This design comes from an exercise in tuning for small area, a short achievable clock period and few clock cycles per item on the open sky130 flow, not from production work. Only simulation tests tie the RTL to the original design; equivalence was not proved. Power is estimated from default activity; no workload was simulated.

==> flow/design.v <==
module DT(
	input			clk,
	input			reset,
	output	reg		done,
	output	reg		sti_rd,
	output		[9:0]	sti_addr,
	input		[15:0]	sti_di,
	output	reg		res_wr,
	output	reg		res_rd,
	output	reg	[13:0]	res_addr,
	output		[7:0]	res_do,
	input		[7:0]	res_di,
	output	reg		fw_finish
	);
function lt6;
	input [5:0] x, y;
	reg [5:0] gt, lt;
	integer i;
	begin
		lt6 = 1'b0;
		for (i = 0; i < 6; i = i + 1)
			lt6 = (~x[i] & y[i]) | (~(x[i] & ~y[i]) & lt6);
	end
endfunction
function [6:0] add7;
	input [6:0] x, y;
	reg [6:0] g, p, c;
	reg t;
	integer i, j, m;
	begin
		g = x & y;
		p = x ^ y;
		for (i = 0; i < 7; i = i + 1) begin
			c[i] = 1'b0;
			for (j = 0; j < i; j = j + 1) begin
				t = g[j];
				for (m = j + 1; m < i; m = m + 1)
					t = t & p[m];
				c[i] = c[i] | t;
			end
		end
		add7 = p ^ c;
	end
endfunction
function [9:0] inc10;
	input [9:0] x;
	reg t;
	integer i, m;
	begin
		for (i = 0; i < 10; i = i + 1) begin
			t = 1'b1;
			for (m = 0; m < i; m = m + 1)
				t = t & x[m];
			inc10[i] = x[i] ^ t;
		end
	end
endfunction
function [5:0] min6;
	input [5:0] x, y;
	min6 = lt6(x, y) ? x : y;
endfunction
function [3:0] lsb16;
	input [15:0] v;
	integer i;
	begin
		lsb16 = 4'd0;
		for (i = 15; i >= 0; i = i - 1)
			if (v[i]) lsb16 = i[3:0];
	end
endfunction
reg s_init, s_fdec, s_fra, s_frb, s_fw, s_fend;
reg s_bfind, s_bgo, s_bru, s_brv, s_bf, s_bl, s_bwn;
reg [5:0] do_r;		 
reg [5:0] a, b;		 
reg [9:0] wcnt;		 
reg [3:0] k;		 
reg xr;			 
reg fobj;		 
reg wv;			 
reg adj;		 
reg nc;			 
assign res_do = {2'b00, do_r};
assign sti_addr = wcnt ^ {10{fw_finish}};
wire [5:0] di = res_di[5:0];
wire [3:0] kn = k + (fw_finish ? 4'd1 : 4'd15);
wire xn = sti_di[kn];		 
wire [15:0] masked = sti_di & (16'hFFFF << k);
wire mz = (masked == 16'd0);
wire [3:0] f = lsb16(masked);
wire wend = (wcnt == 10'd1015);
wire flast = (res_addr == 14'd16382);
wire [5:0] min_adi = lt6(a, di) ? a : di;
wire [5:0] min_adi_p1 = min_adi + 6'd1;
wire [5:0] fm1 = do_r - 6'd1;
wire bwrite = lt6(a, fm1) || lt6(di, fm1);
wire fwr = (s_fdec & !fobj) | s_fw;		 
wire badv = (s_bgo & !adj) | (s_bl & !bwrite & !nc) | (s_bwn & !nc);	 
wire bnext = (s_bl & !bwrite & nc) | (s_bwn & nc);	 
wire [6:0] rsrc = s_bgo ? ~wcnt[9:3] : res_addr[13:7];
wire [6:0] csrc = s_bgo ? ~{wcnt[2:0], k} : res_addr[6:0];
wire r_up = (s_fdec & fobj) | s_brv | s_bl;
wire r_dn = s_fw | s_bf | (s_bgo & adj & !wv) | (s_fdec & !fobj & (res_addr[6:0] == 7'd127));
wire c_m1 = s_fw | s_bf | s_bru | s_bwn;
wire c_p1 = (s_fdec & !fobj) | s_fra | s_frb | (s_bgo & adj & !wv);
wire c_p2 = s_fdec & fobj & wv;
wire [6:0] rnext = add7(rsrc, r_up ? 7'h7f : {6'd0, r_dn});
wire [6:0] cnext = add7(csrc, c_m1 ? 7'h7f : {5'd0, c_p2, c_p1});
always @(posedge clk or negedge reset) begin
	if (!reset) begin
		s_init <= 1'b1;
		s_fdec <= 1'b0;
		s_fra <= 1'b0;
		s_frb <= 1'b0;
		s_fw <= 1'b0;
		s_fend <= 1'b0;
		s_bfind <= 1'b0;
		s_bgo <= 1'b0;
		s_bru <= 1'b0;
		s_brv <= 1'b0;
		s_bf <= 1'b0;
		s_bl <= 1'b0;
		s_bwn <= 1'b0;
		done <= 1'b0;
		fw_finish <= 1'b0;
		sti_rd <= 1'b0;
		res_wr <= 1'b0;
		res_rd <= 1'b0;
		res_addr <= 14'd16383;
		wcnt <= 10'd0;
		k <= 4'd15;
		xr <= 1'b0;
		fobj <= 1'b0;
		wv <= 1'b0;
	end else begin
		s_init <= 1'b0;
		s_fdec <= s_init | s_fw | (s_fdec & !fobj & !flast);
		s_fra <= s_fdec & fobj & !wv;
		s_frb <= s_fra;
		s_fw <= (s_fdec & fobj & wv) | s_frb;
		s_fend <= s_fdec & !fobj & flast;
		s_bfind <= s_fend | (s_bfind & mz & !wend) | badv;
		s_bgo <= s_bfind & !mz;
		s_bru <= s_bgo & adj & !wv;
		s_brv <= s_bru;
		s_bf <= (s_bgo & adj & wv) | s_brv | bnext;
		s_bl <= s_bf;
		s_bwn <= s_bl & bwrite;
		done <= done | (s_bfind & mz & wend);
		if (s_fend) fw_finish <= 1'b1;
		res_rd <= (s_fdec & fobj) | s_fra | s_frb | (s_bgo & adj) | s_bru | s_brv | s_bf | bnext;
		res_wr <= fwr | (s_bgo & !adj) | (s_bl & bwrite);
		res_addr <= (s_bl & bwrite) ? ~{wcnt, k} : {rnext, cnext};
		sti_rd <= s_init | (fwr & (k == 4'd1)) | s_fend | (s_bfind & mz & !wend) | (badv & (k == 4'd15));
		if (s_fend)
			wcnt <= 10'd8;
		else if ((fwr & (k == 4'd1)) | (s_bfind & mz & !wend) | (badv & (k == 4'd15)))
			wcnt <= inc10(wcnt);
		if (s_fend | (s_bfind & mz))
			k <= 4'd0;
		else if (s_bfind)
			k <= f;
		else if (fwr | (s_bgo & !adj) | (s_bl & !bwrite) | s_bwn)
			k <= kn;
		if (fwr) xr <= xn;
		if (s_fdec & !fobj) fobj <= xn & xr;
		else if (s_fw) fobj <= xn;
		if ((s_fdec & !fobj) | s_fend | (s_bgo & !adj)) wv <= 1'b0;
		else if (s_fw | s_bl) wv <= 1'b1;
	end
end
always @(posedge clk) begin
	if (s_fend | (s_bfind & mz)) adj <= 1'b0;
	else if (s_bfind) adj <= adj & (f == k);
	else if (s_bgo) adj <= 1'b1;
	if (s_bf) nc <= xn & (k != 4'd15);
	if (s_init) do_r <= 6'd0;
	else if (s_fdec & !fobj) do_r <= {5'd0, xr};
	else if (s_fw) do_r <= min_adi_p1;
	else if (s_bgo & !adj) do_r <= 6'd1;
	else if (s_bf) do_r <= di;
	else if (s_bl & bwrite) do_r <= min_adi_p1;
	if (s_fdec & fobj) a <= wv ? min6(a, do_r) : do_r;
	else if (s_fra | s_frb | s_brv) a <= min_adi;
	else if (s_fw | s_bl) a <= min6(b, di);
	else if (s_bru) a <= di;
	else if (s_bf) a <= min6(a, do_r);
	if (s_frb | s_fw | s_brv | s_bl) b <= di;
end
endmodule
==> flow/flow/run.sh <==
#!/bin/bash
# Standard layout, with plain buffers (instead of delay cells) on the ports.
set -o pipefail
bash standard.sh "BUFFER_PORTS_ARGS=-buffer_cell sky130_fd_sc_hd__buf_1" finish > flow.log 2>&1
==> flow/standard.sh <==
#!/bin/bash
# synth_recipe.tcl (not shown) runs the flow's synth.tcl, then flattens the netlist and writes it again
# the make line also repeats each setting of config.mk as NAME=value (left out here)
make -C /OpenROAD-flow-scripts/flow DESIGN_CONFIG=/design/flow/config.mk WORK_HOME=/design/flow/orfs CLKGATE_MAP_FILE= SYNTH_SCRIPT=/design/flow/synth_recipe.tcl "${@:-finish}"
==> flow/config.mk <==
export PLATFORM = sky130hd
export DESIGN_NAME = DT
export DESIGN_NICKNAME = DT
export VERILOG_FILES = /design/flow/design.v
export SDC_FILE = /design/flow/constraint.sdc
export NUM_CORES = 4
export LEC_CHECK = 0
export ABC_AREA = 1
export CAP_MARGIN = 20
export CORE_MARGIN = 2
export CORE_UTILIZATION = 55
export PLACE_DENSITY = 0.7
export SETUP_SLACK_MARGIN = 2.25
export SLEW_MARGIN = 20
==> flow/constraint.sdc <==
create_clock -name core_clock -period 5.0 [get_ports {clk}]
set_input_delay 1.0000 -clock core_clock [delete_from_list [all_inputs] [get_ports {clk}]]
set_output_delay 1.0000 -clock core_clock [all_outputs]
set_load 0.01 [all_outputs]
==> results of run 1 <==
[cells in the mapped netlist (10+ instances only)]
cell type,number
o22ai_1,10
edfxtp_1,13
xor2_1,24
nand2_1,208
dfstp_2,19
nand3_1,69
nor2_1,57
nand4_1,12
o21ai_0,72
inv_1,100
dfrtp_1,30
a21oi_1,17
ha_1,26
[flip-flops by register name, indices dropped and copies added, names as in the netlist, 4 cells and up]
signal and flops:
a 6, b 6, do_r 6, k 4, res_addr 14, wcnt 10
[per-stage QoR]
| step | hold WS (ns) | power (mW) | utilization [%] | setup WS, ns |
|---|---|---|---|---|
| after floorplan | 0.355 | 3.39 | - | 2.34 |
| after global placement | 0.366 | 4.03 | 60.3 | 1.77 |
| after detailed placement | 0.368 | 4.13 | 60.3 | 1.76 |
| after CTS | 0.391 | 4.69 | 63.1 | 2.25 |
| after global routing | 0.404 | 5.38 | 65.2 | 2.09 |
| final | 0.390 | 4.88 | 65.2 | 2.38 |
[timing repair]
item,in CTS,in global routing
pin swaps,1,6
resized for setup,11,32
setup buffers,1,8
setup endpoints to repair,16,31
cloned,0,2
[routing by layer]
| layer | vias to the layer above | global-route usage, % | wire length, µm |
|---|---|---|---|
| met1 | 2560 | 35.8 | 6100 |
| met2 | 218 | 51.4 | 7510 |
| li1 | 2630 | - | - |
| met4 | 0 | 14.5 | 716 |
| met5 | - | 0 | 0 |
| met3 | 53 | 4.38 | 794 |
[worst paths after layout]
path	startpoint	slack, ns	depth (start not counted)	endpoint
worst max-delay path	s_fw$_DFF_PN0_	2.38	18	res_addr[6]$_DFF_PN1_
worst min-delay path	s_fra$_DFF_PN0_	0.39	0	s_frb$_DFF_PN0_
worst max register to register	s_fw$_DFF_PN0_	2.38	18	res_addr[6]$_DFF_PN1_
worst min register to register	s_fra$_DFF_PN0_	0.39	0	s_frb$_DFF_PN0_
max in group asynchronous	reset	3.80	2	s_bf$_DFF_PN0_
min in group asynchronous	reset	0.73	2	wcnt[7]$_DFFE_PN0P_
[kinds of logic after synthesis]
logic type	after synthesis
and+or+nand+nor	373
AOI/OAI and AO/OA	134
buffers and inverters	123
DFF	69
adders and majority gates	31
xor gates and xnor gates	27
other	1
muxes	1
[cell type report]
type,count,area (µm²),area share [%]
Tap cell,129,161,2.67
Timing Repair Buffer,69,307,5.07
Clock inverter,6,67.6,1.12
Multi-Input combinational cell,571,3180,52.6
Inverter,104,393,6.49
Clock buffer,10,149,2.46
Sequential cell,69,1790,29.6
[power by group through the flow]
stage                     logic, mW  clock network [mW]  registers (mW)
after floorplan                2.27                   0            1.12
after global placement         2.82                   0            1.21
after detailed placement       2.92                   0            1.21
after CTS                      2.97               0.512            1.21
after global routing           3.61               0.533            1.25
final                          3.16               0.503            1.22
==> flow_summary.json, run 1 <==
{
  "outcome": "timing/DRC/antenna clean",
  "synth-seq-cells": 69,
  "synth_enable_flop_cells": 13,
  "clock_skew_ns": 0.0138,
  "clk_pin_slew_ns": 0.09,
  "cts-htree-levels": 3,
  "place_inst": 931,
  "syn_area_mm2": 0.00530,
  "critPathMaxStageDelay_ns": 0.48,
  "wirelength_um": 15100,
  "async_reset_ff_share_pct": 71.0,
  "min_period_ns": 2.62,
  "yosysWarnings": 1,
  "numCtsBuffers": 9,
  "tightest_slew_ns": 0.629,
  "crit_family": "simple AND/OR/NAND/NOR gates",
  "rsz0062_at_grt": "true",
  "ctsHoldBuffers": 0,
  "remaining_drc_errors": 0,
  "coreArea_mm2": 0.00928,
  "synthSimpleGateAreaFrac_pct": 30.3,
  "cts_sinks": 69,
  "worstPathArrival_ns": 2.90,
  "fmax_mhz": 382,
  "antenna_found_initial": 0,
  "seq_area_frac_synth_pct": 33.6,
  "io_buffers": 58,
  "layout-drive-gt1-share_pct": 11.9,
  "synth_area_per_cell_um2": 6.98,
  "critPathRequiredTime_ns": 5.28,
  "swShare_pct": 51.6,
  "die_y_um": 102,
  "synth-compound-area-share_pct": 14.4,
  "initial_core_util_pct": 57.1,
  "combPwrFrac_pct": 64.8,
  "synth_cell_types": 49,
  "p_per_area_mw_per_mm2": 807,
  "clkPwrFrac_pct": 10.3,
  "final_common_cell": "nand2_1",
  "cts_max_path_buffers": 2,
  "cts-root-buf": "clkbuf_8",
  "period_share_pct": 52.4,
  "syn_inst": 759,
  "startpoint_type": "flip-flop",
  "dp_hpwl_um": 11200,
  "p_seq_share_pct": 24.9,
  "dpl_cell_area_mm2": 0.00560,
  "tritoncts": "built",
  "maxCapViolCount": 0,
  "ios": 63,
  "yosysTopAreaCellShare_pct": 14.7,
  "synth_mux_area_share_pct": 0.189,
  "ys.flop_type": "dfrtp_1",
  "fillerInstances": 874,
  "grt_pass1_vias": 5065,
  "leakagePower_nw": 3.03,
  "drv_slew": 0,
  "vias_per_cell": 5.70,
  "drt_iter0_drc": 397,
  "gp_congestion": 0.979,
  "hold_viol_final": 0,
  "grt_use_total_pct": 29.5,
  "n_antenna_cell": 0,
  "synth_fa_ha_area_share_pct": 7.70,
  "grt_first_pass_wirelength_um": 24000,
  "crit_type": "flip-flop to flip-flop",
  "hp-class": "flip-flop to flip-flop",
  "max-vdd-ir-drop_v": 0.000437,
  "finalNonFillerCells": 958,
  "die_w_um": 102,
  "cpMostUsedCell": "nand2_1",
  "synth-xor-area-share_pct": 4.46,
  "critPathCaptureType": "flip-flop",
  "relSlewSlack_pct": 57.9,
  "internal_power_mw": 2.36,
  "clock_latency_ns": 0.35,
  "wl_per_cell_um": 15.8,
  "crit_chain": "nor2_2 -> inv_1 -> nor2_2 -> nand2_2 -> inv_1 -> nand2_1 -> ha_1 -> ha_1 -> o21ai_1 -> nand2_1 -> nand2_1 -> nand2_1 -> nand2_1 -> nand2_1 -> a21oi_2 -> xor2_1 -> nand2_1 -> o21ai_0",
  "cp_max_fo": 8,
  "final_cell_area_mm2": 0.00605,
  "setup_viol": 0,
  "overflow": 0,
  "grt_max_degree": 50,
  "cp_slowest_cell": "dfrtp_2",
  "final_cell_mix": "nand2_1, inv_1, o21ai_0",
  "switchingPower_mw": 2.52,
  "ant_nets": 0,
  "vias": 5461,
  "yosys-top-cells-area": "nand2_1, dfrtp_1, dfstp_2",
  "synth_top_family_by_area": "simple AND/OR/NAND/NOR gates",
  "timing.critical_path.buf_inv": 2,
  "num_rows": 35,
  "finalNetCount": 879,
  "yosysTopAreaCell": "nand2_1",
  "firstDrtPassIters": 5,
  "area_growth_pct": 14.2,
  "tns_ns": 0,
  "die_area_mm2": 0.0104
}
Testbench counts, summed over its fixed seeds: cycles 1,042,110, images 32.
==> run 2, diff against run 1 <==
--- a/flow/config.mk
+++ b/flow/config.mk
@@ -11,4 +11,4 @@
 export CORE_UTILIZATION = 55
 export PLACE_DENSITY = 0.7
-export SETUP_SLACK_MARGIN = 2.25
+export SETUP_SLACK_MARGIN = 2.45
 export SLEW_MARGIN = 20
==> run 2 against run 1 <==
Cell count up 2.8%. Maximum frequency up 2.4%. Still clean on timing, DRC and antenna. Cell area up 7.1%. Wire length up 7.8%. Worst setup slack better by 0.061 ns. Sequential share of layout area down 1.8 points.
==> flow_summary.json, run 2 <==
{
  "dp_hpwl_um": 11400,
  "top_regs": "res_addr (14), wcnt (10)",
  "firstDrtPassIters": 5,
  "cp_max_fo": 7,
  "coreArea_mm2": 0.00928,
  "cts-root-buf": "clkbuf_8",
  "synth_cell_types": 49,
  "drt_iter0_drc": 314,
  "leakagePower_nw": 3.23,
  "tritoncts": "built",
  "layout-drive-gt1-share_pct": 20.2,
  "grt_first_pass_wirelength_um": 24600,
  "synth_enable_flop_cells": 13,
  "hold_viol_final": 0,
  "final_cell_mix": "nand2_1, inv_1, o21ai_0",
  "synth.most_common_cell": "nand2_1",
  "overflow": 0,
  "crit_chain": "buf_2 -> inv_1 -> maj3_2 -> nand2_1 -> nand2_1 -> o21bai_1 -> nand3_2 -> nor2_4 -> nand2_2 -> nand3_4 -> nand2_8 -> nand2_8 -> nand2_2 -> nand2_1",
  "ff2ff_path_depth": 17,
  "syn_area_mm2": 0.00530,
  "hold_depth": 0,
  "die_y_um": 102,
  "yosys-top-cells-area": "nand2_1, dfrtp_1, dfstp_2",
  "min_period_ns": 2.56,
  "final_common_cell": "nand2_1",
  "relSlewSlack_pct": 51.7,
  "grt_max_degree": 36,
  "cts-htree-levels": 3,
  "dp_worst_setup_slack_ns": 1.83,
  "p_per_area_mw_per_mm2": 810,
  "regMostFlops": "res_addr",
  "startpoint_type": "primary input",
  "ys_top_cells_by_count": "nand2_1, inv_1, o21ai_0",
  "hp-class": "flip-flop to flip-flop",
  "io_buffers": 58,
  "grt_pass1_vias": 5168,
  "n_antenna_cell": 0,
  "num_rows": 35,
  "dpl_cell_area_mm2": 0.00562,
  "wl_per_cell_um": 16.5,
  "clock_latency_ns": 0.35,
  "ys.flop_type": "dfrtp_1",
  "max-vdd-ir-drop_v": 0.000426,
  "antenna_found_initial": 0,
  "remaining_drc_errors": 0,
  "finalNetCount": 906,
  "yosysTopAreaCell": "nand2_1",
  "cts_max_path_buffers": 2,
  "wirelength_um": 16300,
  "setup_viol": 0,
  "yosysTopAreaCellShare_pct": 14.7,
  "area_growth_pct": 22.3,
  "power.total_mw": 5.25,
  "tightest_slew_ns": 0.722,
  "final_cell_area_mm2": 0.00648,
  "die_area_mm2": 0.0104,
  "largest_reg_flops": 14,
  "cpMostUsedCell": "nand2_1",
  "gp_congestion": 0.992,
  "initial_core_util_pct": 57.1,
  "ant_nets": 0,
  "ctsHoldBuffers": 0,
  "timing.critical_path.buf_inv": 2,
  "critPathMaxStageDelay_ns": 0.32,
  "cp_slowest_cell": "maj3_2",
  "ios": 63,
  "vias_per_cell": 5.71,
  "synth-seq-cells": 69,
  "critPathRequiredTime_ns": 5.30,
  "period_share_pct": 51.2,
  "outcome": "timing/DRC/antenna clean",
  "timing.final.ws_setup_ns": 2.44,
  "clk_pin_slew_ns": 0.08,
  "crit_type": "primary input to flip-flop",
  "die_w_um": 102,
  "worstSetupPathDepth": 14,
  "syn_inst": 759,
  "worstPathArrival_ns": 2.86,
  "synth_area_per_cell_um2": 6.98,
  "critPathCaptureType": "flip-flop",
  "drv_slew": 0,
  "tns_ns": 0,
  "crit_family": "simple AND/OR/NAND/NOR gates",
  "maxCapViolCount": 0,
  "rsz0062_at_grt": "true",
  "vias": 5627,
  "clock_skew_ns": 0.0134,
  "async_reset_ff_share_pct": 71.0,
  "seq_area_frac_synth_pct": 33.6,
  "fmax_mhz": 391,
  "yosysWarnings": 1,
  "numCtsBuffers": 9,
  "cts_sinks": 69,
  "grt_use_total_pct": 30.7
}
run 2: power breakdown:
part           switching [mW]  internal (mW)  total [mW]
Combinational            2.19           1.37        3.57
Clock                   0.219          0.256       0.476
Sequential              0.278          0.926        1.20
run 2: routing by layer:
layer / GRT usage, % / wire [µm] / part of all wire, %
met1: 36.9 / 6570 / 40
met3: 4.86 / 879 / 5.4
met4: 16.4 / 646 / 4.0
met2: 53.0 / 8210 / 50
met5: 0 / 0 / 0
run 2: final timing paths:
check,from,endpoint,slack [ns]
worst max-delay path,res_di[2],wcnt[4]$_DFFE_PN0P_,2.44
worst min-delay path,s_fra$_DFF_PN0_,s_frb$_DFF_PN0_,0.39
worst max register to register,do_r[1]$_SDFFE_PP0P_,wcnt[4]$_DFFE_PN0P_,2.49
worst min register to register,s_fra$_DFF_PN0_,s_frb$_DFF_PN0_,0.39
max in group asynchronous,reset,res_addr[3]$_DFF_PN1_,3.61
min in group asynchronous,reset,wcnt[6]$_DFFE_PN0P_,0.55
run 2: what timing repair did:
action | CTS | global route
pin swaps | 4 | 28
setup endpoints to repair | 37 | 41
setup buffers | 6 | 29
resized for setup | 30 | 86
gates cloned | 1 | 2
run 2: cell type report:
cell class              count  area, µm²
repair buffers             95        524
clock inverters             1       8.76
clock buffers              15        199
multi-input cells         572       3370
inverters                 104        414
fillers                   792       2800
well taps                 129        161
flip-flops and latches     69       1800
run 2: stage by stage:
stage	hold WS (ns)	utilization, %	std cells
finish	0.393	69.8	985
global route	0.413	69.8	985
CTS	0.397	64.3	954
detailed placement	0.370	60.5	931
global placement	0.368	60.5	931
floorplan	0.355	-	761
run 2: cell families (layout without fill, tap and decap cells):
group	after synthesis	in the layout	synth area share [%]
and+or+nand+nor	373	375	30.3
AOI/OAI and AO/OA	134	135	14.4
buffers and inverters	123	215	9.31
DFF	69	69	33.6
adders and majority gates	31	31	7.70
xor gates and xnor gates	27	27	4.46
other	1	3	0.0708
muxes	1	1	0.189
==> run 3, diff against run 2 <==
--- a/flow/config.mk
+++ b/flow/config.mk
@@ -11,4 +11,4 @@
 export CORE_UTILIZATION = 55
 export PLACE_DENSITY = 0.7
-export SETUP_SLACK_MARGIN = 2.45
+export SETUP_SLACK_MARGIN = 2.4
 export SLEW_MARGIN = 20
==> run 3 against run 2 <==
Still clean on timing, DRC and antenna. Power shrank 0.74%. Count of clock-buffer cells in the layout shrank 6. First-iteration DRC count shrank 16%. Hold slack lost 0.0050 ns. Cell count grew 0.10%. Flip-flop and latch count is the same. Worst setup slack gained 0.031 ns. Sequential share of layout area grew 0.38 points. Largest cell class unchanged.
==> flow_summary.json, run 3 <==
{
  "crit_chain": "nand2_4 -> buf_4 -> inv_1 -> nand2_2 -> nand2_2 -> ha_1 -> ha_1 -> o21ai_1 -> nand2_1 -> nand2_1 -> nand2_1 -> nand2_2 -> nand2_2 -> a21oi_2 -> xor2_1 -> nand2_1 -> o21ai_0",
  "async_reset_ff_share_pct": 71.0,
  "layout-drive-gt1-share_pct": 17.3,
  "die_w_um": 102,
  "clock_latency_ns": 0.35,
  "clk_pin_slew_ns": 0.08,
  "rsz0062_at_grt": "false",
  "synth-compound-area-share_pct": 14.4,
  "crit_type": "flip-flop to flip-flop",
  "coreArea_mm2": 0.00928,
  "yosysTopAreaCell": "nand2_1",
  "tightest_slew_ns": 0.677,
  "finalNetCount": 907,
  "grt_first_pass_wirelength_um": 24300,
  "ys_top_cells_by_count": "nand2_1, inv_1, o21ai_0",
  "ys.flop_type": "dfrtp_1",
  "wirelength_um": 15700,
  "antenna_found_initial": 0,
  "synth_enable_flop_cells": 13,
  "clkPwrFrac_pct": 9.6,
  "r2r_setup_slack_ns": 2.47,
  "hp-class": "flip-flop to flip-flop",
  "seq_area_frac_synth_pct": 33.6,
  "outcome": "timing/DRC/antenna clean",
  "worstPathArrival_ns": 2.80,
  "holdPathEnd": "s_frb$_DFF_PN0_",
  "die_area_mm2": 0.0104,
  "ff2ff_path_depth": 17,
  "numCtsBuffers": 9,
  "timing.rr.end": "res_addr[6]$_DFF_PN1_",
  "cp_slowest_cell": "dfrtp_1",
  "synth_top_family_by_area": "simple AND/OR/NAND/NOR gates",
  "remaining_drc_errors": 0,
  "cts_sinks": 69,
  "yosys-top-cells-area": "nand2_1, dfrtp_1, dfstp_2",
  "ios": 63,
  "p_seq_share_pct": 23.3,
  "yosysWarnings": 1,
  "relSlewSlack_pct": 54.7,
  "syn_area_mm2": 0.00530,
  "cts-htree-levels": 3,
  "timing.critical_path.buf_inv": 2,
  "regMostFlops": "res_addr",
  "synth_mux_area_share_pct": 0.189,
  "fillerInstances": 810,
  "top_regs": "res_addr (14), wcnt (10)",
  "tritoncts": "built",
  "synth_cell_types": 49,
  "synth_area_per_cell_um2": 6.98,
  "vias": 5544,
  "synthSimpleGateAreaFrac_pct": 30.3,
  "leakagePower_nw": 3.16,
  "crit_family": "simple AND/OR/NAND/NOR gates",
  "yosysTopAreaCellShare_pct": 14.7,
  "firstDrtPassIters": 8,
  "ff_latch_area_mm2": 0.00180,
  "overflow": 0,
  "critPathCaptureType": "flip-flop",
  "die_y_um": 102,
  "n_antenna_cell": 0,
  "initial_core_util_pct": 57.1,
  "tns_ns": 0,
  "vias_per_cell": 5.62,
  "hold_path_startpoint": "s_fra$_DFF_PN0_",
  "synth-seq-cells": 69,
  "ant_nets": 0,
  "dp_hpwl_um": 11200,
  "p_per_area_mw_per_mm2": 816,
  "combPwrFrac_pct": 67.1,
  "hold_depth": 0,
  "cts-root-buf": "clkbuf_8",
  "hold_viol_final": 0,
  "critPathRequiredTime_ns": 5.27,
  "cts_max_path_buffers": 2,
  "synth.most_common_cell": "nand2_1",
  "reg2reg_from": "s_fdec$_DFF_PN0_",
  "num_rows": 35,
  "grt_max_degree": 50,
  "cp_max_fo": 7,
  "ctsHoldBuffers": 0,
  "area_growth_pct": 20.6,
  "clock_skew_ns": 0.00942,
  "largest_reg_flops": 14,
  "min_period_ns": 2.53,
  "synth_fa_ha_area_share_pct": 7.70,
  "power.total_mw": 5.21,
  "syn_inst": 759,
  "fmax_mhz": 396,
  "switchingPower_mw": 2.63,
  "internal_power_mw": 2.58,
  "drv_slew": 0,
  "crit_start": "s_fdec$_DFF_PN0_",
  "synth-xor-area-share_pct": 4.46,
  "max-vdd-ir-drop_v": 0.000515,
  "wl_per_cell_um": 15.9,
  "setup_viol": 0,
  "maxCapViolCount": 0,
  "drt_iter0_drc": 263,
  "critPathMaxStageDelay_ns": 0.44,
  "dpl_cell_area_mm2": 0.00561,
  "final_common_cell": "nand2_1",
  "io_buffers": 58,
  "grt_use_total_pct": 30.2,
  "swShare_pct": 50.5,
  "grt_pass1_vias": 5031,
  "final_cell_area_mm2": 0.00639,
  "holdWs_ns": 0.388,
  "gp_congestion": 0.958,
  "period_share_pct": 50.6,
  "final_cell_mix": "nand2_1, inv_1, nand3_1",
  "startpoint_type": "flip-flop",
  "multi_input_area_mm2": 0.00328
}
## run 3: cell types whose count changed in the layout (fill, tap and decap cells not counted), sizes merged
cell      change
clkinvlp      +3
buf           +2
clkbuf        -7
bufinv        +2
clkinv        +1
## run 3: layout make-up
type | count | area share, %
inverter | 104 | 6.44
clock buffer | 9 | 1.94
timing repair buffer | 96 | 8.25
clock inverter | 7 | 1.41
multi-input combinational | 572 | 51.3
sequential | 69 | 28.2
tap | 129 | 2.53
## run 3: stage by stage
step | worst slack [ns] | std cells | util, %
floorplan | 2.41 | 761 | -
global placement | 1.86 | 931 | 60.4
detailed placement | 1.82 | 931 | 60.4
CTS | 2.40 | 953 | 64.2
global route | 2.33 | 986 | 68.8
finish | 2.47 | 986 | 68.8
## run 3: worst register-to-register path, delay by kind of cell, from the launching register on
family | cells | cell delay [ns]
AO/OA/AOI/OAI | 3 | 0.36
XOR/XNOR | 1 | 0.17
adder cells (fa/ha/maj) | 2 | 0.46
buffers and inverters | 2 | 0.17
flip-flops | 1 | 0.44
AND/OR/NAND/NOR | 9 | 0.85
## run 3: routing by layer
layer	global-route usage (%)	wire length (µm)	up-vias
met1	37.3	6270	2609
met3	3.28	833	47
met5	0	0	-
met4	13.2	565	0
li1	-	-	2686
met2	53.5	8050	202
## run 3: repair_timing
item | in CTS | in global routing
setup buffers | 4 | 32
endpoints found under the setup margin | 33 | 41
cloned | 2 | 1
pin swaps | 5 | 22
resized for setup | 26 | 61
## run 3: cell families (layout without fill, tap and decap cells)
family	after synthesis	in the layout
AO/OA/AOI/OAI	134	135
AND/OR/NAND/NOR	373	375
other	1	3
adder cells (fa/ha/maj)	31	31
multiplexers	1	1
buffers and inverters	123	216
XOR/XNOR	27	27
flip-flops	69	69
## run 3: power by group through the flow
stage	Sequential (mW)	Combinational [mW]	Clock (mW)
floorplan	1.12	2.28	0
global placement	1.21	2.81	0
detailed placement	1.21	2.93	0
CTS	1.21	3.05	0.507
global route	1.24	3.91	0.530
finish	1.21	3.49	0.502
## run 3: worst max-delay path by stage
stage	to	cells past startpoint
floorplan	do_r[1]$_SDFFE_PP0P_	14
global placement	do_r[4]$_SDFFE_PP0P_	16
finish	res_addr[6]$_DFF_PN1_	17
CTS	res_addr[13]$_DFF_PN1_	16
global route	res_addr[6]$_DFF_PN1_	18
detailed placement	do_r[1]$_SDFFE_PP0P_	16
==> run 4, diff against run 3 <==
--- a/flow/config.mk
+++ b/flow/config.mk
@@ -11,4 +11,4 @@
 export CORE_UTILIZATION = 55
 export PLACE_DENSITY = 0.7
-export SETUP_SLACK_MARGIN = 2.4
+export SETUP_SLACK_MARGIN = 2.3
 export SLEW_MARGIN = 20
==> run 4 against run 3 <==
Power shrank 6.3%. Clock power barely moved. Synthesized cell count did not move. Flip-flop and latch count unchanged. Hold slack got worse by 0.0011 ns.
==> flow_summary.json, run 4 <==
{
  "dp_hpwl_um": 11200,
  "die_area_mm2": 0.0104,
  "synth.most_common_cell": "nand2_1",
  "ant_nets": 0,
  "p_seq_share_pct": 24.8,
  "max-vdd-ir-drop_v": 0.000439,
  "crit_type": "flip-flop to flip-flop",
  "synth_enable_flop_cells": 13,
  "top_regs": "res_addr (14), wcnt (10)",
  "grt-busiest-layer": "met2",
  "finalNetCount": 878,
  "worstPathArrival_ns": 2.86,
  "n_antenna_cell": 0,
  "critPathMaxStageDelay_ns": 0.47,
  "crit_chain": "nor2_2 -> inv_1 -> nor2_2 -> nand2_2 -> inv_1 -> nand2_1 -> ha_1 -> ha_1 -> o21ai_1 -> nand2_1 -> nand2_1 -> nand2_1 -> nand2_1 -> nand2_1 -> a21oi_2 -> xor2_1 -> nand2_1 -> o21ai_0",
  "remaining_drc_errors": 0,
  "clkPwrFrac_pct": 10.3,
  "grt_use_total_pct": 29.7,
  "cpMostUsedCell": "nand2_1",
  "grt_util_met3_pct": 4.31,
  "syn_inst": 759,
  "drt_iter0_drc": 294,
  "leakagePower_nw": 3.02,
  "yosysWarnings": 1,
  "gp_congestion": 0.979,
  "tightest_slew_ns": 0.619,
  "fmax_mhz": 387,
  "tns_ns": 0,
  "cts-root-buf": "clkbuf_8",
  "ys_top_cells_by_count": "nand2_1, inv_1, o21ai_0",
  "ys.flop_type": "dfrtp_1",
  "yosysTopAreaCell": "nand2_1",
  "use_met1_pct": 36.2,
  "min_period_ns": 2.58,
  "swShare_pct": 51.6,
  "maxCapViolCount": 0,
  "vias_per_cell": 5.68,
  "yosysTopAreaCellShare_pct": 14.7,
  "firstDrtPassIters": 6,
  "outcome": "timing/DRC/antenna clean",
  "layout-drive-gt1-share_pct": 12.4,
  "holdWs_ns": 0.387,
  "vias": 5437,
  "fillerInstances": 879,
  "critPathCaptureType": "flip-flop",
  "wirelength_um": 15100,
  "initial_core_util_pct": 57.1,
  "cp_max_fo": 7,
  "p_per_area_mw_per_mm2": 807,
  "hold_viol_final": 0,
  "critPathRequiredTime_ns": 5.28,
  "num_rows": 35,
  "cts_max_path_buffers": 2,
  "area_growth_pct": 14.3,
  "coreArea_mm2": 0.00928,
  "synth-seq-cells": 69,
  "grt_max_degree": 50,
  "tritoncts": "built",
  "cp_slowest_cell": "dfrtp_2",
  "cts_sinks": 69,
  "wl_per_cell_um": 15.8,
  "setup_viol": 0,
  "final_cell_mix": "nand2_1, inv_1, o21ai_0",
  "combPwrFrac_pct": 64.9,
  "ff_latch_area_mm2": 0.00180,
  "overflow": 0,
  "die_y_um": 102,
  "hp-class": "flip-flop to flip-flop",
  "clock_latency_ns": 0.35,
  "grt_first_pass_wirelength_um": 24100,
  "drv_slew": 0,
  "clock_skew_ns": 0.0127,
  "syn_area_mm2": 0.00530,
  "relSlewSlack_pct": 58.6,
  "synth_area_per_cell_um2": 6.98,
  "antenna_found_initial": 0,
  "die_w_um": 102,
  "clk_pin_slew_ns": 0.09,
  "largest_reg_flops": 14,
  "rsz0062_at_grt": "true",
  "io_buffers": 58,
  "period_share_pct": 51.6,
  "grt_pass1_vias": 5071,
  "seq_area_frac_synth_pct": 33.6,
  "multi_input_area_mm2": 0.00318,
  "grtUsageMet2_pct": 51.6,
  "synth_cell_types": 49,
  "async_reset_ff_share_pct": 71.0,
  "cts-htree-levels": 3,
  "yosys-top-cells-area": "nand2_1, dfrtp_1, dfstp_2",
  "startpoint_type": "flip-flop",
  "final_common_cell": "nand2_1",
  "numCtsBuffers": 9,
  "internal_power_mw": 2.36,
  "switchingPower_mw": 2.52,
  "regMostFlops": "res_addr",
  "ios": 63
}
[run 4: cell counts after synthesis]
No cell type changed its count.
[run 4: worst max-delay path: cells and delay by family, from the launching register on]
kind                       cells  cell delay (ns)
and+or+nand+nor               10             0.87
buffers and inverters          2             0.14
adders and majority gates      2             0.48
AOI/OAI and AO/OA              3             0.38
DFF                            1             0.47
xor gates and xnor gates       1             0.16
[run 4: layer usage]
layer | share of wire, % | routed length, µm
met5 | 0 | 0
met4 | 4.6 | 700
met3 | 5.5 | 829
met2 | 50 | 7520
met1 | 40 | 6090
[run 4: final timing paths]
kind                                 start                    end  slack, ns  cells past startpoint
max in group asynchronous            reset        s_bgo$_DFF_PN0_       3.80                      2
hold / removal             s_fra$_DFF_PN0_        s_frb$_DFF_PN0_       0.39                      0
setup / recovery            s_bf$_DFF_PN0_  res_addr[6]$_DFF_PN1_       2.42                     18
setup reg to reg            s_bf$_DFF_PN0_  res_addr[6]$_DFF_PN1_       2.42                     18
hold reg to reg            s_fra$_DFF_PN0_        s_frb$_DFF_PN0_       0.39                      0
min in group asynchronous            reset    wcnt[7]$_DFFE_PN0P_       0.74                      2
[run 4: kinds of logic (layout without fill, tap and decap cells)]
family | count (synthesis) | count (layout) | synth area share, %
buffers and inverters | 123 | 188 | 9.31
adders and majority gates | 31 | 31 | 7.70
other | 1 | 3 | 0.0708
DFF | 69 | 69 | 33.6
and+or+nand+nor | 373 | 375 | 30.3
AOI/OAI and AO/OA | 134 | 134 | 14.4
muxes | 1 | 1 | 0.189
xor gates and xnor gates | 27 | 27 | 4.46
[run 4: final cells by class]
cell class / instances / area share (%)
Timing Repair Buffer: 68 / 4.98
Clock buffer: 10 / 2.46
Clock inverter: 6 / 1.12
Inverter: 104 / 6.53
Sequential cell: 69 / 29.7
Tap cell: 129 / 2.67
Multi-Input combinational cell: 571 / 52.6
[run 4: power groups by stage]
stage / Clock [mW] / Sequential (mW) / Combinational, mW
floorplan: 0 / 1.12 / 2.27
global placement: 0 / 1.21 / 2.82
detailed placement: 0 / 1.21 / 2.92
CTS: 0.512 / 1.21 / 2.99
global route: 0.532 / 1.24 / 3.61
finish: 0.502 / 1.21 / 3.17
[run 4: per-stage QoR]
step	power (mW)	utilization (%)	cell area [µm²]	cells	setup slack (ns)
global placement	4.03	60.3	5600	931	1.77
floorplan	3.39	-	5310	761	2.34
detailed placement	4.13	60.3	5600	931	1.76
CTS	4.71	63.3	5880	950	2.31
global route	5.39	65.2	6050	957	2.12
finish	4.88	65.2	6050	957	2.42
[run 4: timing repair]
item | in CTS | in global routing
setup endpoints to repair | 19 | 41
hold buffers | 0 | 0
gates resized for setup | 14 | 37
cloned | 0 | 2
buffers inserted | 3 | 5
pin swaps | 2 | 7
==> run 5, diff against run 4 <==
--- a/flow/config.mk
+++ b/flow/config.mk
@@ -7,8 +7,8 @@
 export LEC_CHECK = 0
 export ABC_AREA = 1
-export CAP_MARGIN = 20
+export CAP_MARGIN = 0
 export CORE_MARGIN = 2
 export CORE_UTILIZATION = 55
 export PLACE_DENSITY = 0.7
 export SETUP_SLACK_MARGIN = 2.3
-export SLEW_MARGIN = 20
+export SLEW_MARGIN = 0
==> run 5 against run 4 <==
Register-to-register slack hardly changed. Synthesized cell count is the same. Synthesized area is the same. Wire length unchanged. Die area unchanged. Power did not move. Sequential power hardly changed. Cell area stayed put. Hold slack did not move. Critical path depth unchanged. First-iteration DRC count is the same. Critical path type unchanged.
==> flow_summary.json, run 5 <==
{
  "numCtsBuffers": 9,
  "synth_enable_flop_cells": 13,
  "antenna_found_initial": 0,
  "ys_top_cells_by_count": "nand2_1, inv_1, o21ai_0",
  "grt-busiest-layer": "met2",
  "gp_congestion": 0.979,
  "min_period_ns": 2.58,
  "top_regs": "res_addr (14), wcnt (10)",
  "cp_max_fo": 7,
  "max-vdd-ir-drop_v": 0.000439,
  "yosysTopAreaCell": "nand2_1",
  "fmax_mhz": 387,
  "cts_max_path_buffers": 2,
  "synth-seq-cells": 69,
  "finalNetCount": 878,
  "drt_iter0_drc": 294,
  "regMostFlops": "res_addr",
  "grt_util_met3_pct": 4.31,
  "crit_chain": "nor2_2 -> inv_1 -> nor2_2 -> nand2_2 -> inv_1 -> nand2_1 -> ha_1 -> ha_1 -> o21ai_1 -> nand2_1 -> nand2_1 -> nand2_1 -> nand2_1 -> nand2_1 -> a21oi_2 -> xor2_1 -> nand2_1 -> o21ai_0",
  "syn_inst": 759,
  "clk_pin_slew_ns": 0.09,
  "holdWs_ns": 0.387,
  "n_antenna_cell": 0,
  "die_area_mm2": 0.0104,
  "layout-drive-gt1-share_pct": 12.4,
  "tightest_slew_ns": 0.619,
  "clock_latency_ns": 0.35,
  "cts-root-buf": "clkbuf_8",
  "period_share_pct": 51.6,
  "wl_per_cell_um": 15.8,
  "cpMostUsedCell": "nand2_1",
  "grt_use_total_pct": 29.7,
  "final_common_cell": "nand2_1",
  "cts_sinks": 69,
  "grt_pass1_vias": 5071,
  "hold_viol_final": 0,
  "dp_worst_setup_slack_ns": 1.76,
  "setup_viol": 0,
  "remaining_drc_errors": 0,
  "area_growth_pct": 14.3,
  "p_per_area_mw_per_mm2": 807,
  "crit_type": "flip-flop to flip-flop",
  "overflow": 0,
  "ios": 63,
  "synth_area_per_cell_um2": 6.98,
  "grtUsageMet2_pct": 51.6,
  "fillerInstances": 879,
  "ys.flop_type": "dfrtp_1",
  "vias_per_cell": 5.68,
  "largest_reg_flops": 14,
  "synth_cell_types": 49,
  "vias": 5437,
  "use_met1_pct": 36.2,
  "critPathCaptureType": "flip-flop",
  "cp_slowest_cell": "dfrtp_2",
  "seq_area_frac_synth_pct": 33.6,
  "ant_nets": 0,
  "critPathRequiredTime_ns": 5.28,
  "hp-class": "flip-flop to flip-flop",
  "multi_input_area_mm2": 0.00318,
  "async_reset_ff_share_pct": 71.0,
  "num_rows": 35,
  "wirelength_um": 15100,
  "tns_ns": 0,
  "drv_slew": 0,
  "critPathMaxStageDelay_ns": 0.47,
  "coreArea_mm2": 0.00928,
  "startpoint_type": "flip-flop",
  "relSlewSlack_pct": 58.6,
  "timing.final.ws_setup_ns": 2.42,
  "die_w_um": 102,
  "rsz0062_at_grt": "true",
  "maxCapViolCount": 0,
  "yosysWarnings": 1,
  "ff_latch_area_mm2": 0.00180,
  "yosysTopAreaCellShare_pct": 14.7,
  "ctsHoldBuffers": 0,
  "initial_core_util_pct": 57.1,
  "dp_hpwl_um": 11200,
  "tritoncts": "built",
  "firstDrtPassIters": 6,
  "synth.most_common_cell": "nand2_1",
  "grt_first_pass_wirelength_um": 24100,
  "power.total_mw": 4.88,
  "leakagePower_nw": 3.02,
  "die_y_um": 102,
  "worstPathArrival_ns": 2.86,
  "syn_area_mm2": 0.00530,
  "clock_skew_ns": 0.0127,
  "cts-htree-levels": 3,
  "io_buffers": 58,
  "outcome": "timing/DRC/antenna clean",
  "grt_max_degree": 50,
  "final_cell_mix": "nand2_1, inv_1, o21ai_0",
  "yosys-top-cells-area": "nand2_1, dfrtp_1, dfstp_2"
}
## run 5: cell counts after synthesis
No cell type changed its count.
## run 5: timing repair
item,CTS,global route
gates resized for setup,14,37
pin swaps,2,7
endpoints found under the setup margin,19,41
buffers inserted,3,5
cloned,0,2
## run 5: power breakdown
group	leakage (nW)	switching [mW]	internal, mW
registers	0.777	0.286	0.927
logic	2.13	2.00	1.17
clock network	0.112	0.238	0.264
total	3.02	2.52	2.36
## run 5: cell families after synthesis
kind of cell / after synthesis / synth area share [%]
simple gates: 373 / 30.3
compound gates: 134 / 14.4
buf+inv: 123 / 9.31
flops: 69 / 33.6
fa+ha+maj: 31 / 7.70
xor+xnor: 27 / 4.46
other cells: 1 / 0.0708
mux: 1 / 0.189
## run 5: stage by stage
step	util (%)	area (µm²)	cells
2_1_floorplan	-	5310	761
4_1_cts	63.3	5880	950
5_1_grt	65.2	6050	957
6_report	65.2	6050	957
3_5_place_dp	60.3	5600	931
3_3_place_gp	60.3	5600	931
## run 5: cell type report
cell class / instances / share of cell area, %
inverters: 104 / 6.53
multi-input cells: 571 / 52.6
repair buffers: 68 / 4.98
clock inverters: 6 / 1.12
well taps: 129 / 2.67
clock buffers: 10 / 2.46
flip-flops and latches: 69 / 29.7
## run 5: routing by layer
layer  part of all wire [%]  vias to the layer above
met2                     50                      215
met5                      0                        -
met1                     40                     2546
li1                       -                     2627
met3                    5.5                       49
met4                    4.6                        0
## run 5: final timing paths
path	startpoint	endpoint	slack [ns]	cells after the start
max	s_bf$_DFF_PN0_	res_addr[6]$_DFF_PN1_	2.42	18
min	s_fra$_DFF_PN0_	s_frb$_DFF_PN0_	0.39	0
max reg2reg	s_bf$_DFF_PN0_	res_addr[6]$_DFF_PN1_	2.42	18
min reg2reg	s_fra$_DFF_PN0_	s_frb$_DFF_PN0_	0.39	0
max in group asynchronous	reset	s_bgo$_DFF_PN0_	3.80	2
min in group asynchronous	reset	wcnt[7]$_DFFE_PN0P_	0.74	2
## run 5: critical path, delay by kind of cell, from the launching register on
kind / cells / cell delay, ns
AND/OR/NAND/NOR: 10 / 0.87
buffers and inverters: 2 / 0.14
adder cells (fa/ha/maj): 2 / 0.48
XOR/XNOR: 1 / 0.16
AO/OA/AOI/OAI: 3 / 0.38
flip-flops: 1 / 0.47
==> run 6, diff against run 5 <==
--- a/flow/config.mk
+++ b/flow/config.mk
@@ -11,4 +11,4 @@
 export CORE_UTILIZATION = 55
 export PLACE_DENSITY = 0.7
-export SETUP_SLACK_MARGIN = 2.3
+export SETUP_SLACK_MARGIN = 2.35
 export SLEW_MARGIN = 0
==> run 6 against run 5 <==
Cell count up 1.5%. Sequential power barely moved. Die area is the same. Still clean on timing, DRC and antenna. Wire length up 5.3%. Clock skew is 0.0026 ns lower. Critical path type unchanged.
==> flow_summary.json, run 6 <==
{
  "outcome": "timing/DRC/antenna clean",
  "dp_hpwl_um": 11200,
  "finalNetCount": 892,
  "crit_type": "flip-flop to flip-flop",
  "vias_per_cell": 5.71,
  "synth_fa_ha_area_share_pct": 7.70,
  "syn_inst": 759,
  "cpMostUsedCell": "nand2_1",
  "relSlewSlack_pct": 53.9,
  "synth_area_per_cell_um2": 6.98,
  "vias": 5545,
  "grt_first_pass_wirelength_um": 24300,
  "synthSimpleGateAreaFrac_pct": 30.3,
  "p_per_area_mw_per_mm2": 812,
  "leakagePower_nw": 3.07,
  "wl_per_cell_um": 16.4,
  "critPathMaxStageDelay_ns": 0.69,
  "ant_nets": 0,
  "place_inst": 931,
  "synth-seq-cells": 69,
  "top_regs": "res_addr (14), wcnt (10)",
  "holdWs_ns": 0.390,
  "ctsHoldBuffers": 0,
  "final_cell_area_mm2": 0.00621,
  "cts-root-buf": "clkbuf_8",
  "cp_slowest_cell": "dfstp_4",
  "final_common_cell": "nand2_1",
  "critPathRequiredTime_ns": 5.29,
  "max-vdd-ir-drop_v": 0.000446,
  "overflow": 0,
  "min_period_ns": 2.51,
  "ys_top_cells_by_count": "nand2_1, inv_1, o21ai_0",
  "startpoint_type": "flip-flop",
  "dpl_cell_area_mm2": 0.00561,
  "synth-compound-area-share_pct": 14.4,
  "ios": 63,
  "grt_max_degree": 50,
  "tns_ns": 0,
  "setup_viol": 0,
  "io_buffers": 58,
  "clock_skew_ns": 0.0100,
  "synth_mux_area_share_pct": 0.189,
  "cts_sinks": 69,
  "initial_core_util_pct": 57.1,
  "cp_max_fo": 10,
  "grt_use_total_pct": 30.2,
  "clock_latency_ns": 0.36,
  "fmax_mhz": 398,
  "largest_reg_flops": 14,
  "worstPathArrival_ns": 2.81,
  "die_y_um": 102,
  "layout-drive-gt1-share_pct": 15.2,
  "antenna_found_initial": 0,
  "numCtsBuffers": 9,
  "seq_area_frac_synth_pct": 33.6,
  "crit_chain": "nand2_1 -> o21ai_1 -> nand2_1 -> nor2_1 -> nand2_1 -> nor4_4 -> a31oi_4 -> o21a_4 -> nand2_4 -> nand2_1 -> nand2_1",
  "cts_max_path_buffers": 2,
  "yosysTopAreaCellShare_pct": 14.7,
  "tightest_slew_ns": 0.689,
  "fillerInstances": 822,
  "finalNonFillerCells": 971,
  "synth_enable_flop_cells": 13,
  "grt_pass1_vias": 5037,
  "die_w_um": 102,
  "yosysWarnings": 1,
  "remaining_drc_errors": 0,
  "drv_slew": 0,
  "async_reset_ff_share_pct": 71.0,
  "area_growth_pct": 17.3,
  "critPathCaptureType": "flip-flop",
  "wirelength_um": 15900,
  "coreArea_mm2": 0.00928,
  "drt_iter0_drc": 389,
  "gp_congestion": 1.01,
  "yosys-top-cells-area": "nand2_1, dfrtp_1, dfstp_2",
  "final_cell_mix": "nand2_1, inv_1, o21ai_0",
  "num_rows": 35,
  "maxCapViolCount": 0,
  "n_antenna_cell": 0,
  "firstDrtPassIters": 5,
  "regMostFlops": "res_addr",
  "syn_area_mm2": 0.00530,
  "tritoncts": "built",
  "ys.flop_type": "dfrtp_1",
  "synth.most_common_cell": "nand2_1",
  "clk_pin_slew_ns": 0.08,
  "yosysTopAreaCell": "nand2_1",
  "synth_cell_types": 49,
  "rsz0062_at_grt": "true",
  "die_area_mm2": 0.0104,
  "period_share_pct": 50.3,
  "synth_top_family_by_area": "simple AND/OR/NAND/NOR gates",
  "hp-class": "flip-flop to flip-flop",
  "cts-htree-levels": 3,
  "synth-xor-area-share_pct": 4.46,
  "hold_viol_final": 0
}
-- run 6: worst paths after layout --
path / from / to / slack, ns / cells after the start
max in group asynchronous: reset / fw_finish$_DFFE_PN0P_ / 3.77 / 2
worst min-delay path: s_fra$_DFF_PN0_ / s_frb$_DFF_PN0_ / 0.39 / 0
worst min register to register: s_fra$_DFF_PN0_ / s_frb$_DFF_PN0_ / 0.39 / 0
worst max register to register: k[0]$_DFFE_PN1P_ / wcnt[3]$_DFFE_PN0P_ / 2.49 / 11
min in group asynchronous: reset / wcnt[7]$_DFFE_PN0P_ / 0.73 / 2
worst max-delay path: k[0]$_DFFE_PN1P_ / wcnt[3]$_DFFE_PN0P_ / 2.49 / 11
-- run 6: cells by family (layout without fill, tap and decap cells) --
| logic type | Yosys count | in the layout |
|---|---|---|
| other | 1 | 3 |
| AOI/OAI and AO/OA | 134 | 135 |
| xor gates and xnor gates | 27 | 27 |
| and+or+nand+nor | 373 | 375 |
| muxes | 1 | 1 |
| DFF | 69 | 69 |
| buffers and inverters | 123 | 201 |
| adders and majority gates | 31 | 31 |
-- run 6: power breakdown --
part	switching, mW	total [mW]	internal (mW)
Combinational	2.08	3.34	1.25
Clock	0.222	0.501	0.279
Sequential	0.284	1.21	0.926
-- run 6: layout make-up --
class	count	area, µm²	area share (%)
Clock buffer	11	131	2.11
Clock inverter	5	76.3	1.23
Inverter	104	405	6.53
Multi-Input combinational cell	572	3240	52.1
Sequential cell	69	1800	29.0
Tap cell	129	161	2.60
Timing Repair Buffer	81	399	6.42
-- run 6: worst max-delay path: cells and delay by family, from the launching register on --
| kind | cells | cell delay (ns) |
|---|---|---|
| simple gates | 8 | 1.15 |
| flops | 1 | 0.69 |
| compound gates | 3 | 0.60 |
-- run 6: routing by layer --
metal  GRT usage [%]  up-vias  routed length (µm)
li1                -     2658                   -
met1            36.8     2610                6180
met2            53.2      231                8080
met3            4.24       46                1050
met4            13.7        0                 639
met5               0        -                   0
-- run 6: per-stage QoR --
step | setup WS [ns] | util (%) | total power, mW
2_1_floorplan | 2.37 | - | 3.40
3_3_place_gp | 1.83 | 60.4 | 4.01
3_5_place_dp | 1.76 | 60.4 | 4.14
4_1_cts | 2.31 | 63.4 | 4.72
5_1_grt | 2.33 | 66.9 | 5.52
6_report | 2.49 | 66.9 | 5.05
-- run 6: timing repair --
action / 4_1_cts / 5_1_grt
pin swaps: 4 / 12
setup endpoints to repair: 23 / 35
gates cloned: 0 / 3
resized for setup: 16 / 52
setup buffers: 3 / 18
==> run 7, diff against run 6 <==
--- a/flow/config.mk
+++ b/flow/config.mk
@@ -7,8 +7,8 @@
 export LEC_CHECK = 0
 export ABC_AREA = 1
-export CAP_MARGIN = 0
+export CAP_MARGIN = 20
 export CORE_MARGIN = 2
 export CORE_UTILIZATION = 55
 export PLACE_DENSITY = 0.7
 export SETUP_SLACK_MARGIN = 2.35
-export SLEW_MARGIN = 0
+export SLEW_MARGIN = 20
==> run 7 against run 6 <==
Largest power group unchanged. Maximum frequency did not move. Synthesized area did not move. Largest cell class unchanged. Combinational power barely moved. Cell count did not move. Clock skew did not move. Sequential share of layout area did not move. Core utilization did not move. Wire length did not move. Worst setup slack did not move. Power did not move.
==> flow_summary.json, run 7 <==
{
  "die_w_um": 102,
  "tritoncts": "built",
  "cpMostUsedCell": "nand2_1",
  "top_regs": "res_addr (14), wcnt (10)",
  "finalNetCount": 892,
  "async_reset_ff_share_pct": 71.0,
  "grt_max_degree": 50,
  "largest_reg_flops": 14,
  "layout-drive-gt1-share_pct": 15.2,
  "wirelength_um": 15900,
  "firstDrtPassIters": 5,
  "final_common_cell": "nand2_1",
  "tns_ns": 0,
  "yosys-top-cells-area": "nand2_1, dfrtp_1, dfstp_2",
  "final_cell_mix": "nand2_1, inv_1, o21ai_0",
  "min_period_ns": 2.51,
  "use_met1_pct": 36.8,
  "dp_worst_setup_slack_ns": 1.76,
  "antenna_found_initial": 0,
  "yosysTopAreaCell": "nand2_1",
  "outcome": "timing/DRC/antenna clean",
  "regMostFlops": "res_addr",
  "die_area_mm2": 0.0104,
  "critPathCaptureType": "flip-flop",
  "remaining_drc_errors": 0,
  "cts_sinks": 69,
  "ant_nets": 0,
  "vias_per_cell": 5.71,
  "maxCapViolCount": 0,
  "cp_slowest_cell": "dfstp_4",
  "crit_type": "flip-flop to flip-flop",
  "seq_area_frac_synth_pct": 33.6,
  "initial_core_util_pct": 57.1,
  "cts-htree-levels": 3,
  "cts-root-buf": "clkbuf_8",
  "clock_skew_ns": 0.0100,
  "synth-seq-cells": 69,
  "syn_inst": 759,
  "die_y_um": 102,
  "fmax_mhz": 398,
  "setup_viol": 0,
  "hp-class": "flip-flop to flip-flop",
  "max-vdd-ir-drop_v": 0.000446,
  "grt-busiest-layer": "met2",
  "grt_pass1_vias": 5037,
  "period_share_pct": 50.3,
  "cp_max_fo": 10,
  "io_buffers": 58,
  "clk_pin_slew_ns": 0.08,
  "wl_per_cell_um": 16.4,
  "grt_use_total_pct": 30.2,
  "hold_viol_final": 0,
  "crit_chain": "nand2_1 -> o21ai_1 -> nand2_1 -> nor2_1 -> nand2_1 -> nor4_4 -> a31oi_4 -> o21a_4 -> nand2_4 -> nand2_1 -> nand2_1",
  "synth_enable_flop_cells": 13,
  "dp_hpwl_um": 11200,
  "startpoint_type": "flip-flop",
  "relSlewSlack_pct": 53.9,
  "timing.final.ws_setup_ns": 2.49,
  "cts_max_path_buffers": 2,
  "synth_cell_types": 49,
  "vias": 5545,
  "drt_iter0_drc": 389,
  "ys_top_cells_by_count": "nand2_1, inv_1, o21ai_0",
  "coreArea_mm2": 0.00928,
  "worstPathArrival_ns": 2.81,
  "area_growth_pct": 17.3,
  "leakagePower_nw": 3.07,
  "ios": 63,
  "synth.most_common_cell": "nand2_1",
  "grt_util_met3_pct": 4.24,
  "critPathMaxStageDelay_ns": 0.69,
  "rsz0062_at_grt": "true",
  "yosysTopAreaCellShare_pct": 14.7,
  "critPathRequiredTime_ns": 5.29,
  "syn_area_mm2": 0.00530,
  "grtUsageMet2_pct": 53.2,
  "clock_latency_ns": 0.36,
  "n_antenna_cell": 0,
  "drv_slew": 0,
  "tightest_slew_ns": 0.689,
  "ys.flop_type": "dfrtp_1",
  "p_per_area_mw_per_mm2": 812,
  "num_rows": 35,
  "overflow": 0,
  "yosysWarnings": 1,
  "grt_first_pass_wirelength_um": 24300,
  "gp_congestion": 1.01,
  "numCtsBuffers": 9,
  "synth_area_per_cell_um2": 6.98
}
run 7: cell counts after synthesis:
Identical to the previous run, type by type.
run 7: where the power goes:
part	leakage (nW)	switching, mW	internal (mW)
clock network	0.101	0.222	0.279
logic	2.19	2.08	1.25
registers	0.776	0.284	0.926
run 7: final timing paths:
check	from	to	slack, ns	cells after the start
min reg2reg	s_fra$_DFF_PN0_	s_frb$_DFF_PN0_	0.39	0
max reg2reg	k[0]$_DFFE_PN1P_	wcnt[3]$_DFFE_PN0P_	2.49	11
min in group asynchronous	reset	wcnt[7]$_DFFE_PN0P_	0.73	2
max	k[0]$_DFFE_PN1P_	wcnt[3]$_DFFE_PN0P_	2.49	11
min	s_fra$_DFF_PN0_	s_frb$_DFF_PN0_	0.39	0
max in group asynchronous	reset	fw_finish$_DFFE_PN0P_	3.77	2
run 7: cells by family (layout without fill, tap and decap cells):
logic type | Yosys count | after routing | synth area share, %
AND/OR/NAND/NOR | 373 | 375 | 30.3
buffers and inverters | 123 | 201 | 9.31
XOR/XNOR | 27 | 27 | 4.46
other | 1 | 3 | 0.0708
adder cells (fa/ha/maj) | 31 | 31 | 7.70
multiplexers | 1 | 1 | 0.189
AO/OA/AOI/OAI | 134 | 135 | 14.4
flip-flops | 69 | 69 | 33.6
run 7: final cells by class:
type / count / area (µm²)
multi-input cells: 572 / 3240
inverters: 104 / 405
well taps: 129 / 161
fillers: 822 / 3070
repair buffers: 81 / 399
flip-flops and latches: 69 / 1800
clock buffers: 11 / 131
clock inverters: 5 / 76.3
run 7: stage by stage:
stage	total power, mW	area, µm²	utilization [%]	instances	hold slack [ns]
after floorplan	3.40	5320	-	761	0.355
after global placement	4.01	5610	60.4	931	0.368
after detailed placement	4.14	5610	60.4	931	0.375
after CTS	4.72	5890	63.4	950	0.397
after global routing	5.52	6210	66.9	971	0.410
final	5.05	6210	66.9	971	0.390
run 7: repair_timing:
item,in CTS,in global routing
hold buffers,0,0
pin swaps,4,12
resized for setup,16,52
buffers inserted,3,18
cloned,0,3
setup endpoints to repair,23,35
run 7: critical path, delay by kind of cell (launching register included):
family           cells  cell delay, ns
AO/OA/AOI/OAI        3            0.60
AND/OR/NAND/NOR      8            1.15
flip-flops           1            0.69
run 7: per-layer routing:
layer | vias to the layer above | wire, µm
li1 | 2658 | -
met1 | 2610 | 6180
met4 | 0 | 639
met2 | 231 | 8080
met5 | - | 0
met3 | 46 | 1050
==> run 8, diff against run 7 <==
--- a/flow/design.v
+++ b/flow/design.v
@@ -90,6 +90,9 @@
 wire wend = (wcnt == 10'd1015);
 wire flast = (res_addr == 14'd16382);
-wire [5:0] min_adi = lt6(a, di) ? a : di;
-wire [5:0] min_adi_p1 = min_adi + 6'd1;
+wire lt_adi = lt6(a, di);
+wire [5:0] min_adi = lt_adi ? a : di;
+wire [5:0] a_p1 = a + 6'd1;
+wire [5:0] di_p1 = di + 6'd1;
+wire [5:0] min_adi_p1 = lt_adi ? a_p1 : di_p1;
 wire [5:0] fm1 = do_r - 6'd1;
 wire bwrite = lt6(a, fm1) || lt6(di, fm1);
==> run 8 against run 7 <==
Still clean on timing, DRC and antenna. Core utilization shrank 0.94 points. Maximum frequency decreased by 1.0%. Cell area shrank 1.4%. Clock power down 18%.
==> flow_summary.json, run 8 <==
{
  "ys.flop_type": "dfrtp_1",
  "hold_depth": 0,
  "reg2reg_from": "s_fdec$_DFF_PN0_",
  "drv_slew": 0,
  "wl_per_cell_um": 15.9,
  "top_regs": "res_addr (14), wcnt (10)",
  "vias": 5425,
  "grt_pass1_vias": 5083,
  "yosysTopAreaCell": "dfrtp_1",
  "clkPwrFrac_pct": 8.5,
  "min_period_ns": 2.54,
  "clock_skew_ns": 0.0141,
  "worstPathArrival_ns": 2.81,
  "crit_start": "res_di[0]",
  "gp_congestion": 0.984,
  "seq_area_frac_synth_pct": 33.6,
  "tns_ns": 0,
  "swShare_pct": 51.9,
  "outcome": "timing/DRC/antenna clean",
  "largest_reg_flops": 14,
  "cts_max_path_buffers": 2,
  "overflow": 0,
  "synth_cell_types": 48,
  "hold_viol_final": 0,
  "syn_inst": 743,
  "firstDrtPassIters": 5,
  "cts-root-buf": "clkbuf_8",
  "finalNetCount": 875,
  "ff2ff_path_depth": 17,
  "rsz0062_at_grt": "true",
  "tritoncts": "built",
  "yosys-top-cells-area": "dfrtp_1, nand2_1, dfstp_2",
  "antenna_found_initial": 0,
  "leakagePower_nw": 3.03,
  "ios": 63,
  "tightest_slew_ns": 0.915,
  "initial_core_util_pct": 57.0,
  "synth_enable_flop_cells": 13,
  "startpoint_type": "primary input",
  "ys_top_cells_by_count": "nand2_1, inv_1, nand3_1",
  "area_growth_pct": 15.7,
  "synth-seq-cells": 69,
  "layout-drive-gt1-share_pct": 15.9,
  "num_rows": 35,
  "coreArea_mm2": 0.00928,
  "critPathCaptureType": "flip-flop",
  "fmax_mhz": 394,
  "grt_use_total_pct": 29.7,
  "max-vdd-ir-drop_v": 0.000395,
  "power.total_mw": 4.88,
  "hp-class": "flip-flop to flip-flop",
  "multi_input_area_mm2": 0.00324,
  "internal_power_mw": 2.35,
  "dp_hpwl_um": 11200,
  "drt_iter0_drc": 360,
  "vias_per_cell": 5.69,
  "p_per_area_mw_per_mm2": 796,
  "yosysTopAreaCellShare_pct": 14.2,
  "regMostFlops": "res_addr",
  "grt_max_degree": 36,
  "wirelength_um": 15100,
  "clk_pin_slew_ns": 0.08,
  "async_reset_ff_share_pct": 71.0,
  "combPwrFrac_pct": 66.4,
  "cts-htree-levels": 3,
  "ant_nets": 0,
  "syn_area_mm2": 0.00529,
  "cts_sinks": 69,
  "cp_max_fo": 6,
  "fillerInstances": 858,
  "relSlewSlack_pct": 38.5,
  "synth.most_common_cell": "nand2_1",
  "hold_path_startpoint": "s_fra$_DFF_PN0_",
  "period_share_pct": 50.8,
  "utilization_pct": 66.0,
  "critPathRequiredTime_ns": 5.27,
  "io_buffers": 58,
  "final_common_cell": "nand2_1",
  "die_w_um": 102,
  "clock_latency_ns": 0.36,
  "switchingPower_mw": 2.53,
  "ff_latch_area_mm2": 0.00180,
  "timing.final.ws_setup_ns": 2.46,
  "synth_area_per_cell_um2": 7.12,
  "p_seq_share_pct": 25.1,
  "die_y_um": 102,
  "remaining_drc_errors": 0,
  "maxCapViolCount": 0,
  "setup_viol": 0,
  "grt_first_pass_wirelength_um": 24100,
  "crit_type": "primary input to flip-flop",
  "yosysWarnings": 1,
  "numCtsBuffers": 9,
  "dp_worst_setup_slack_ns": 1.73,
  "n_antenna_cell": 0,
  "ctsHoldBuffers": 0,
  "final_cell_mix": "nand2_1, inv_1, nand3_1",
  "die_area_mm2": 0.0104
}
-- run 8: cell count changes after synthesis, moves of 3 or more --
cell / before / now
nand3_2: 0 / 3
o21ai_2: 0 / 3
nand4_1: 12 / 18
a211oi_1: 0 / 3
a31oi_1: 5 / 1
inv_1: 100 / 79
o21ai_0: 72 / 66
nand2_1: 208 / 198
o211ai_1: 9 / 6
a21oi_1: 17 / 21
buf_6: 1 / 4
inv_2: 4 / 8
-- run 8: repair_timing --
action	CTS	global route
cloned	0	1
buffers inserted	1	21
pin swaps	1	9
resized for setup	17	55
setup endpoints to repair	29	31
-- run 8: area by class of cell --
class	count	area share, %
Timing Repair Buffer	81	6.60
Tap cell	129	2.64
Clock inverter	6	0.654
Sequential cell	69	29.3
Multi-Input combinational cell	571	52.9
Inverter	88	5.78
Clock buffer	10	2.08
-- run 8: worst max-delay path: stages --
cell      delay [ns]
clkbuf_4        0.17
inv_4           0.11
o22ai_1         0.07
nand3_1         0.14
nand3_2         0.09
nand3_2         0.09
nand3_4         0.13
buf_4           0.17
nand3_1         0.07
nand2_2         0.10
ha_4            0.27
o21ai_0         0.07
a21oi_1         0.13
nor2_1          0.06
a211oi_1        0.15
-- run 8: worst paths after layout --
check	to	slack, ns
max in group asynchronous	res_addr[3]$_DFF_PN1_	3.62
worst max register to register	res_addr[6]$_DFF_PN1_	2.53
worst min register to register	s_frb$_DFF_PN0_	0.42
worst min-delay path	s_frb$_DFF_PN0_	0.42
worst max-delay path	do_r[1]$_SDFFE_PP0P_	2.46
min in group asynchronous	wcnt[8]$_DFFE_PN0P_	0.55
-- run 8: metal layers --
layer	share of wire, %	GRT usage (%)	vias to the layer above
li1	-	-	2643
met1	40	36.9	2518
met2	49	50.4	210
met3	6.0	3.56	54
met4	4.9	16.4	0
met5	0	0	-
-- run 8: cell families (layout without fill, tap and decap cells) --
kind of cell | after synthesis | in the layout | synth area share (%)
buf+inv | 106 | 185 | 8.44
other cells | 1 | 3 | 0.0708
flops | 69 | 69 | 33.6
fa+ha+maj | 29 | 29 | 7.28
compound gates | 134 | 134 | 14.5
mux | 1 | 1 | 0.189
xor+xnor | 29 | 29 | 4.94
simple gates | 374 | 375 | 30.9
-- run 8: power by group through the flow --
stage / clock (mW) / sequential (mW) / combinational (mW)
floorplan: 0 / 1.12 / 2.29
global placement: 0 / 1.21 / 2.79
detailed placement: 0 / 1.22 / 2.88
CTS: 0.418 / 1.21 / 2.94
global route: 0.439 / 1.25 / 3.69
finish: 0.413 / 1.23 / 3.24
-- run 8: metrics by stage --
step | hold slack [ns] | area, µm² | instances
finish | 0.424 | 6120 | 954
global route | 0.446 | 6120 | 954
CTS | 0.411 | 5800 | 932
detailed placement | 0.402 | 5580 | 915
global placement | 0.387 | 5580 | 915
floorplan | 0.376 | 5310 | 745
Testbench counts of run 8, summed over its fixed seeds: cycles 1,042,110, images 32.

## re-timing with driven ports
How much do the figures lean on ideal ports? The routed layouts below were timed once more, with nothing changed but the port constraints.
Step 1, drivers: a clkbuf_16 drives clk and a buf_2 each remaining input, both assumed.
Step 2 times the ports against the registers' clock, not the clock port: input delays grow and output delays shrink by t, the midpoint of the rising clock arrivals with the driver on.
Slacks: ideal / step 1 / step 2; pairs: ideal / step 1.
| run | t, ns | setup WS [ns] | worst setup path after step 2 |
|---|---|---|---|
| run 1 | 0.383 | 2.380 / 2.380 / 2.049 | input to register |
| run 2 | 0.387 | 2.441 / 2.454 / 2.067 | input to register |
| run 3 | 0.378 | 2.472 / 2.472 / 2.125 | input to register |
| run 4 | 0.380 | 2.418 / 2.418 / 2.098 | input to register |
| run 5 | 0.380 | 2.418 / 2.418 / 2.098 | input to register |
| run 6 | 0.391 | 2.487 / 2.487 / 2.110 | input to register |
| run 7 | 0.391 | 2.487 / 2.487 / 2.110 | input to register |
| run 8 | 0.389 | 2.461 / 2.470 / 2.082 | input to register |
After both steps every run listed still meets setup and hold. For run 8, which loses most, drivers alone change the setup slack by +0.009 ns; drivers and shift together by -0.379 ns.
